Context: an optimization exercise on an open-source flow, tuned for small area, a short achievable clock period and few clock cycles per item. The choices shown serve that exercise and are no tape-out recipe. RTL that was checked went through simulation tests only; none was proved equivalent to the original. No driver is modelled on the clock port, so clocking that relies on it looks cheaper here than on a real chip. Power and IR drop assume default switching activity.

Setup of run 1:
## Convolution
module Convolution(clk, rst_n, in_valid, weight_valid,
  In_IFM_1, In_IFM_2, In_IFM_3, In_IFM_4, In_IFM_5, In_IFM_6, In_IFM_7, In_IFM_8, In_IFM_9,
  In_Weight_1, In_Weight_2, In_Weight_3, In_Weight_4, In_Weight_5, In_Weight_6, In_Weight_7, In_Weight_8, In_Weight_9,
  out_valid, Out_OFM);
==> flow/config.mk <==
export PLATFORM = sky130hd
export DESIGN_NAME = Convolution
export DESIGN_NICKNAME = Convolution
export VERILOG_FILES = /design/flow/design.v
export SDC_FILE = /design/flow/constraint.sdc
export NUM_CORES = 8
export LEC_CHECK = 0
export ABC_CLOCK_PERIOD_IN_PS = 2000
export CAP_MARGIN = 20
export CORE_MARGIN = 2
export CORE_UTILIZATION = 60
export CTS_CLUSTER_DIAMETER = 100
export CTS_CLUSTER_SIZE = 20
export PLACE_DENSITY = 0.7
export SLEW_MARGIN = 20
export SYNTH_HIERARCHICAL = 1
==> flow/constraint.sdc <==
create_clock -name core_clock -period 8.0 [get_ports {clk}]
set_input_delay 1.6000 -clock core_clock [delete_from_list [all_inputs] [get_ports {clk}]]
set_output_delay 1.6000 -clock core_clock [all_outputs]
set_load 0.01 [all_outputs]
standard.sh (not shown) runs the stock make flow with config.mk's settings and CLKGATE_MAP_FILE= SYNTH_SCRIPT=/design/flow/synth_recipe.tcl, a recipe that flattens the netlist after the stock synthesis.
==> flow/flow/run.sh <==
#!/bin/bash
# Own flow: the standard ORFS flow (standard synthesis, same steps and scripts), with
#  - port buffers of a plain small buffer cell (every input and output port still gets one),
#  - a tighter setup-slack target for the resizer's timing repair (flow/margin.txt),
#  - optionally (flow/post_cts.tcl) a step after clock-tree synthesis that sizes down cells
#    that are faster than needed, keeping the same setup-slack target.
# Each tool's full output goes to flow_orfs.log in this folder; ORFS's per-step logs stay
# under orfs/logs/.
set -euo pipefail
MARGIN=$(cat flow/margin.txt 2>/dev/null || echo 5.0)
export BUFFER_PORTS_ARGS="-buffer_cell sky130_fd_sc_hd__buf_1"
if [[ -f flow/post_cts.tcl ]]; then
  export POST_CTS_TCL=$PWD/flow/post_cts.tcl
fi
export OWN_MARGIN=$MARGIN
bash standard.sh SETUP_SLACK_MARGIN=$MARGIN finish > flow_orfs.log 2>&1
==> flow/flow/margin.txt <==
5.4
==> flow/flow/post_cts.tcl <==
# After clock-tree synthesis and its timing repair: size down cells on paths with more
# setup slack than the target, then legalise the placement again.
estimate_parasitics -placement
repair_timing -recover_power 100 -setup_margin $::env(OWN_MARGIN) -verbose
detailed_placement
check_placement -verbose
Testbench counts of run 1, summed over its fixed seeds: cycles 824, items 800.
[inputs] run 2 vs run 1
==> flow/flow/margin.txt <==
5.35
diff --git a/flow/config.mk b/flow/config.mk
--- a/flow/config.mk
+++ b/flow/config.mk
@@ -12,2 +12,2 @@
-export CTS_CLUSTER_DIAMETER = 100
-export CTS_CLUSTER_SIZE = 20
+export CTS_CLUSTER_DIAMETER = 75
+export CTS_CLUSTER_SIZE = 30
### Flow results
Result: PASS for each of run 2 and run 1
Cmp run 2 and run 1 / share of cell area taken by multi-input logic gates / lower: run 2
Between run 1 and run 2, the flow reports post-route total power increasing by a few percent.
Lower count of clock-buffer cells in the layout was reported by run 1, not run 2.
Design area of run 2 exceeds that of run 1 slightly.
On sequential share of cell area: between run 2 and run 1, it ends up lower for run 2.
Modified inputs, run 3 compared to run 2
diff --git a/flow/config.mk b/flow/config.mk
--- a/flow/config.mk
+++ b/flow/config.mk
@@ -11,4 +11,4 @@
-export CORE_UTILIZATION = 60
-export CTS_CLUSTER_DIAMETER = 75
-export CTS_CLUSTER_SIZE = 30
-export PLACE_DENSITY = 0.7
+export CORE_UTILIZATION = 55
+export CTS_CLUSTER_DIAMETER = 100
+export CTS_CLUSTER_SIZE = 20
+export PLACE_DENSITY = 0.6
[summary]
- Sort run 2 and run 3 by wire length, descending, and run 3 comes first.
- Diff run 2 -> run 3 | clock share of power | decrease of 3.0 points
- Run 3 against run 2: total power lost 190 uW; via count of the first global-routing pass picked up an extra 157.
- Run 3 finished every step from synthesis to the final layout, and the layout passed the timing, DRC and antenna checks.
- Proportion of power drawn by flip-flops and latches, run 2 and run 3: smaller value in run 2
- When run 3 is measured against run 2, its number of standard-cell rows in the floorplan turns out about 4% higher.
- Part of the power in combinational logic (lower): run 2
- From run 3 to run 2, number of flip-flops and latches did not move at all.
- From run 2 to run 3, number of search-and-repair iterations in the first detailed-routing pass did not move at all.
- On die footprint: run 3 sits above run 2.
### run 3 -> run 4
diff --git a/flow/config.mk b/flow/config.mk
--- a/flow/config.mk
+++ b/flow/config.mk
@@ -11 +11,2 @@
-export CORE_UTILIZATION = 55
+export CORE_UTILIZATION = 60
+export CTS_BUF_LIST = sky130_fd_sc_hd__clkbuf_4 sky130_fd_sc_hd__clkbuf_8
@@ -13,2 +14,2 @@
-export CTS_CLUSTER_SIZE = 20
-export PLACE_DENSITY = 0.6
+export CTS_CLUSTER_SIZE = 15
+export PLACE_DENSITY = 0.7
Notes after the runs:
Having completed the whole flow, run 4 delivered a layout that passed the timing, DRC and antenna checks.
Compared with run 3, in run 4 clock-buffer cell count higher; multi-input logic portion of the cell area higher; fmax lower; total detailed-routing wirelength lower.
Looking at area of the core, run 4 sits 3600 um2 lower than run 3 does.
Diff run 3 -> run 4: core utilization up 4.4 points; relative area change from synthesis to final layout down 0.79 points; worst IR drop on VDD up 18%.
Input-level comparison between run 5 and run 4:
diff --git a/flow/config.mk b/flow/config.mk
--- a/flow/config.mk
+++ b/flow/config.mk
@@ -11,2 +11 @@
-export CORE_UTILIZATION = 60
-export CTS_BUF_LIST = sky130_fd_sc_hd__clkbuf_4 sky130_fd_sc_hd__clkbuf_8
+export CORE_UTILIZATION = 70
@@ -14,2 +13,2 @@
-export CTS_CLUSTER_SIZE = 15
-export PLACE_DENSITY = 0.7
+export CTS_CLUSTER_SIZE = 20
+export PLACE_DENSITY = 0.8
## What came out
- Run 5 finished all stages; the layout is clean.
- Run 4 → run 5: initial antenna violation count fell 1, routed wire length grew by 530 um, number of cell instances on the worst register-to-register path -1.
- Measured against run 5, the initial detailed-routing violation count of run 4 comes out at 0.861 times the reference value.
- Power in run 5 vs run 4: up about 3.7%
- On switching share of power: between run 5 and run 4, it ends up higher for run 5.
- Higher share of the cycle needed by the critical path after routing goes to run 4 over run 5.
- Max total track usage across run 5 and run 4: run 5
- Run 5: setup slack 89 ps above run 4

========
Convolution, a different RTL version from the one above (not shown whole).
Size in the first run: ~340 flip-flops, ~170 I/O pins, roughly 0.024 mm^2 of cells after synthesis.
clock: 8.0 ns
lec_check: 0
abc_clock_period_in_ps: 2000
cap_margin: 20
core_margin: 2
core_utilization: 60
place_density: 0.7
slew_margin: 20
synth_hierarchical: 1
==> flow/flow/margin.txt <==
5.2
Scripts as last shown in full above: flow/flow/run.sh, flow/flow/post_cts.tcl
Edit:
==> flow/flow/run.sh (replaced) <==
#!/bin/bash
# Own flow: the standard ORFS flow (standard synthesis, same steps), with
#  - port buffers of a plain small buffer cell (every input and output port still gets one),
#  - a tighter setup-slack target for the resizer's timing repair.
# Each tool's full output goes to flow_*.log in this folder; ORFS's own per-step logs stay
# under orfs/logs/.
set -euo pipefail
MARGIN=$(cat flow/margin.txt 2>/dev/null || echo 5.4)
export BUFFER_PORTS_ARGS="-buffer_cell sky130_fd_sc_hd__buf_1"
bash standard.sh SETUP_SLACK_MARGIN=$MARGIN finish > flow_orfs.log 2>&1
removed: flow/flow/post_cts.tcl
After rerunning: Area after synthesis does not change; via count goes down slightly; final cell count stays the same; hold slack hardly moves.
Edit:
==> flow/flow/run.sh (replaced) <==
#!/bin/bash
# Own flow: the standard ORFS flow (standard synthesis, same steps and scripts), with
#  - port buffers of a plain small buffer cell (every input and output port still gets one),
#  - a tighter setup-slack target for the resizer's timing repair (flow/margin.txt),
#  - optionally (flow/post_cts.tcl) a step after clock-tree synthesis that sizes down cells
#    that are faster than needed, keeping the same setup-slack target.
# Each tool's full output goes to flow_orfs.log in this folder; ORFS's per-step logs stay
# under orfs/logs/.
set -euo pipefail
MARGIN=$(cat flow/margin.txt 2>/dev/null || echo 5.0)
export BUFFER_PORTS_ARGS="-buffer_cell sky130_fd_sc_hd__buf_1"
if [[ -f flow/post_cts.tcl ]]; then
  export POST_CTS_TCL=$PWD/flow/post_cts.tcl
fi
export OWN_MARGIN=$MARGIN
bash standard.sh SETUP_SLACK_MARGIN=$MARGIN finish > flow_orfs.log 2>&1
==> flow/flow/post_cts.tcl (new file) <==
# After clock-tree synthesis and its timing repair: size down cells on paths with more
# setup slack than the target, then legalise the placement again.
estimate_parasitics -placement
repair_timing -recover_power 100 -setup_margin $::env(OWN_MARGIN) -verbose
detailed_placement
check_placement -verbose
--- a/flow/config.mk
+++ b/flow/config.mk
@@ -10,4 +10,6 @@
 export CORE_MARGIN = 2
 export CORE_UTILIZATION = 60
+export CTS_CLUSTER_DIAMETER = 100
+export CTS_CLUSTER_SIZE = 30
 export PLACE_DENSITY = 0.7
 export SLEW_MARGIN = 20
Effect: Synthesized area is unchanged. Clock skew increases by 0.0096 ns. Worst setup slack is worse by 0.036 ns. Worst hold slack is better by 0.015 ns. Final cell count came out lower by 1.8%. Combinational power falls by about 1%. Non-clock buffer count does not change. First-iteration DRC count came out lower by about 8%. Register-to-register slack got worse by 0.04 ns.
Edit:
==> flow/flow/run.sh (replaced) <==
#!/bin/bash
# Own flow: the standard ORFS flow (standard synthesis, same steps), with
#  - port buffers of a plain small buffer cell (every input and output port still gets one),
#  - a tighter setup-slack target for the resizer's timing repair.
# Each tool's full output goes to flow_*.log in this folder; ORFS's own per-step logs stay
# under orfs/logs/.
set -euo pipefail
MARGIN=$(cat flow/margin.txt 2>/dev/null || echo 5.4)
export BUFFER_PORTS_ARGS="-buffer_cell sky130_fd_sc_hd__buf_1"
bash standard.sh SETUP_SLACK_MARGIN=$MARGIN finish > flow_orfs.log 2>&1
==> flow/flow/margin.txt (replaced) <==
5.5
--- a/flow/config.mk
+++ b/flow/config.mk
@@ -10,6 +10,4 @@
 export CORE_MARGIN = 2
 export CORE_UTILIZATION = 60
-export CTS_CLUSTER_DIAMETER = 100
-export CTS_CLUSTER_SIZE = 30
 export PLACE_DENSITY = 0.7
 export SLEW_MARGIN = 20
removed: flow/flow/post_cts.tcl
Result: Sequential share of layout area goes down by 3.8 points. Design area goes up by about a fifth. Via count goes up by roughly a tenth.
Function was not checked in any run of this note: the RTL went through the layout flow alone.

========
Convolution, a different RTL version from the one above (not shown whole).
Size in the first run: roughly 1700 cells after synthesis, about 170 I/O pins, roughly 0.022 sq mm of cells after synthesis.
export LEC_CHECK = 0
export ABC_CLOCK_PERIOD_IN_PS = 2000
export CAP_MARGIN = 20
export CORE_MARGIN = 2
export CORE_UTILIZATION = 60
export PLACE_DENSITY = 0.7
export SLEW_MARGIN = 20
export SYNTH_HIERARCHICAL = 1
create_clock -name core_clock -period 8.0 [get_ports {clk}]
==> flow/flow/run.sh <==
#!/bin/bash
# Own flow: the standard ORFS flow (standard synthesis, same steps), with
#  - port buffers of a plain small buffer cell (every input and output port still gets one),
#  - a tighter setup-slack target for the resizer's timing repair.
# Each tool's full output goes to flow_*.log in this folder; ORFS's own per-step logs stay
# under orfs/logs/.
set -euo pipefail
MARGIN=$(cat flow/margin.txt 2>/dev/null || echo 5.4)
export BUFFER_PORTS_ARGS="-buffer_cell sky130_fd_sc_hd__buf_1"
bash standard.sh SETUP_SLACK_MARGIN=$MARGIN finish > flow_orfs.log 2>&1
==> flow/flow/margin.txt <==
5.4
Next try:
==> flow/run.sh (new file) <==
#!/bin/bash
# synth_recipe.tcl (not shown) runs the flow's synth.tcl, then flattens the netlist and writes it again
# the make line also repeats each setting of config.mk as NAME=value (left out here)
make -C /OpenROAD-flow-scripts/flow DESIGN_CONFIG=/design/flow/config.mk WORK_HOME=/design/flow/orfs CLKGATE_MAP_FILE= SYNTH_SCRIPT=/design/flow/synth_recipe.tcl finish
- CORE_UTILIZATION: 60 -> 40
- CTS_BUF_LIST: not set -> sky130_fd_sc_hd__clkbuf_4 sky130_fd_sc_hd__clkbuf_8
- PLACE_DENSITY: 0.7 -> not set
- SETUP_SLACK_MARGIN: not set -> 5
removed: flow/flow/run.sh
removed: flow/flow/margin.txt
removed: flow/standard.sh
Outcome:
- global-route usage shrinks by 11 points
- cell area drops by 4.4%
- critical path depth fell by 4
- via count came out lower by 5.0%
- die area rose by 49%
- synthesized cell count is unchanged
- wire length came out higher by 1.4%
- clock skew increases by 20 ps
- final cell count increases by 8.9%
- worst setup slack degrades by 180 ps
- core utilization fell by 27 points
Next try:
- CORE_UTILIZATION: 40 -> 60
- PLACE_DENSITY: not set -> 0.7
The new run completed without violations.
Via count went up by 0.52%.
Routed wire length went down by 8.3%.
Utilization went up by 22 points.
Clock power went down by about 9%.
Fmax went up by 1.7%.
Global-route usage went up by 9.6 points.
Worst setup slack is better by 49 ps.
Total power went down by 3.3%.
Function was not checked in any run of this note: the RTL went through the layout flow alone.

========
Convolution, a different RTL version from the one above (not shown whole).
Size: roughly 340 flip-flops, about 170 I/O pins.
// Convolution
module Convolution(clk, rst_n, in_valid, weight_valid,
  In_IFM_1, In_IFM_2, In_IFM_3, In_IFM_4, In_IFM_5, In_IFM_6, In_IFM_7, In_IFM_8, In_IFM_9,
  In_Weight_1, In_Weight_2, In_Weight_3, In_Weight_4, In_Weight_5, In_Weight_6, In_Weight_7, In_Weight_8, In_Weight_9,
  out_valid, Out_OFM);
input clk, rst_n, in_valid, weight_valid;
input [7:0] In_IFM_1;
input [7:0] In_IFM_2;
input [7:0] In_IFM_3;
input [7:0] In_IFM_4;
input [7:0] In_IFM_5;
input [7:0] In_IFM_6;
input [7:0] In_IFM_7;
input [7:0] In_IFM_8;
input [7:0] In_IFM_9;
input [7:0] In_Weight_1;
input [7:0] In_Weight_2;
input [7:0] In_Weight_3;
input [7:0] In_Weight_4;
input [7:0] In_Weight_5;
input [7:0] In_Weight_6;
input [7:0] In_Weight_7;
input [7:0] In_Weight_8;
input [7:0] In_Weight_9;
output out_valid;
output [20:0] Out_OFM;
reg [7:0] x1, w1;
reg [7:0] x2, w2;
reg [7:0] x3, w3;
reg [7:0] x4, w4;
reg [7:0] x5, w5;
reg [7:0] x6, w6;
reg [7:0] x7, w7;
reg [7:0] x8, w8;
reg [7:0] x9, w9;
wire [7:0] wn1;
wsel #(.N(8)) u_wsel1(.s(weight_valid), .a(In_Weight_1), .b(w1), .y(wn1));
wire [7:0] wn2;
wsel #(.N(8)) u_wsel2(.s(weight_valid), .a(In_Weight_2), .b(w2), .y(wn2));
wire [7:0] wn3;
wsel #(.N(8)) u_wsel3(.s(weight_valid), .a(In_Weight_3), .b(w3), .y(wn3));
wire [7:0] wn4;
wsel #(.N(8)) u_wsel4(.s(weight_valid), .a(In_Weight_4), .b(w4), .y(wn4));
wire [7:0] wn5;
wsel #(.N(8)) u_wsel5(.s(weight_valid), .a(In_Weight_5), .b(w5), .y(wn5));
wire [7:0] wn6;
wsel #(.N(8)) u_wsel6(.s(weight_valid), .a(In_Weight_6), .b(w6), .y(wn6));
wire [7:0] wn7;
wsel #(.N(8)) u_wsel7(.s(weight_valid), .a(In_Weight_7), .b(w7), .y(wn7));
wire [7:0] wn8;
  ...
Settings: LEC_CHECK=0, ABC_CLOCK_PERIOD_IN_PS=2000, CAP_MARGIN=20, CORE_MARGIN=2, CORE_UTILIZATION=60, CTS_CLUSTER_DIAMETER=100, CTS_CLUSTER_SIZE=20, PLACE_DENSITY=0.7, SLEW_MARGIN=20, SYNTH_HIERARCHICAL=1; clock period 8.0 ns.
==> flow/flow/run.sh <==
#!/bin/bash
# Own flow: the standard ORFS flow (standard synthesis, same steps and scripts), with
#  - port buffers of a plain small buffer cell (every input and output port still gets one),
#  - a tighter setup-slack target for the resizer's timing repair (flow/margin.txt),
#  - optionally (flow/post_cts.tcl) a step after clock-tree synthesis that sizes down cells
#    that are faster than needed, keeping the same setup-slack target.
# Each tool's full output goes to flow_orfs.log in this folder; ORFS's per-step logs stay
# under orfs/logs/.
set -euo pipefail
MARGIN=$(cat flow/margin.txt 2>/dev/null || echo 5.0)
export BUFFER_PORTS_ARGS="-buffer_cell sky130_fd_sc_hd__buf_1"
if [[ -f flow/post_cts.tcl ]]; then
  export POST_CTS_TCL=$PWD/flow/post_cts.tcl
fi
export OWN_MARGIN=$MARGIN
bash standard.sh SETUP_SLACK_MARGIN=$MARGIN finish > flow_orfs.log 2>&1
==> flow/flow/margin.txt <==
5.1
==> flow/flow/post_cts.tcl <==
# After clock-tree synthesis and its timing repair: size down cells on paths with more
# setup slack than the target, then legalise the placement again.
estimate_parasitics -placement
repair_timing -recover_power 100 -setup_margin $::env(OWN_MARGIN) -verbose
detailed_placement
check_placement -verbose
The first run went through all stages and came out clean.
Testbench counts at the start, summed over its fixed seeds: cycles 824, items 800.
Edit:
==> flow/flow/margin.txt (replaced) <==
5.2
Effect:
- first-iteration DRC count falls by 8.2%
- core utilization increases by 0.50 points
- die area stays the same

==> re-timing with driven ports <==
Ports are ideal in the flow. The routed layouts listed here were re-timed in OpenROAD.
Step 1 sets driving cells, clkbuf_16 on the clock port and buf_2 on the other inputs (assumed; they add their load-dependent delay and slew).
Step 2 also shifts input and output timing later by t, the mid clock arrival at the registers, as if the neighbouring blocks saw the same clock.
Three values: ideal, step 1, step 2; two values: the first two.
| run | t (ns) | setup WS [ns] | latest minus earliest clock arrival (ns) | worst data-port slew with drivers (ns) |
|---|---|---|---|---|
| run 1 | 0.611 | 5.367 / 5.314 / 4.829 | 0.018 / 0.019 | 0.11 |
| run 2 | 0.633 | 5.343 / 5.290 / 5.315 | 0.032 / 0.032 | 0.05 |
| run 3 | 0.621 | 5.357 / 5.299 / 5.261 | 0.015 / 0.016 | 0.08 |
| run 4 | 0.696 | 5.265 / 5.213 / 5.308 | 0.032 / 0.033 | 0.05 |
| run 5 | 0.617 | 5.353 / 5.298 / 4.776 | 0.037 / 0.037 | 0.14 |
| the first run of note 2 | 0.619 | 5.189 / 5.189 / 4.767 | 0.019 / 0.019 | 0.05 |
| the second run of note 2 | 0.621 | 5.205 / 5.205 / 4.806 | 0.017 / 0.017 | 0.05 |
| the third run of note 2 | 0.589 | 5.170 / 5.170 / 4.757 | 0.027 / 0.027 | 0.05 |
| the fourth run of note 2 | 0.615 | 5.208 / 5.208 / 4.925 | 0.041 / 0.041 | 0.05 |
| the first run of note 3 | 0.610 | 5.210 / 5.210 / 5.046 | 0.016 / 0.016 | 0.05 |
| the second run of note 3 | 0.701 | 5.029 / 5.029 / 5.029 | 0.038 / 0.038 | 0.06 |
| the third run of note 3 | 0.719 | 5.079 / 5.070 / 5.079 | 0.031 / 0.030 | 0.07 |
| the first run of note 4 | 0.608 | 5.110 / 5.110 / 4.781 | 0.038 / 0.038 | 0.06 |
| the second run of note 4 | 0.607 | 5.222 / 5.222 / 4.793 | 0.037 / 0.037 | 0.05 |
After both steps every run listed still meets setup and hold. For run 5, which loses most, drivers alone change the setup slack by -0.055 ns; drivers and shift together by -0.577 ns.
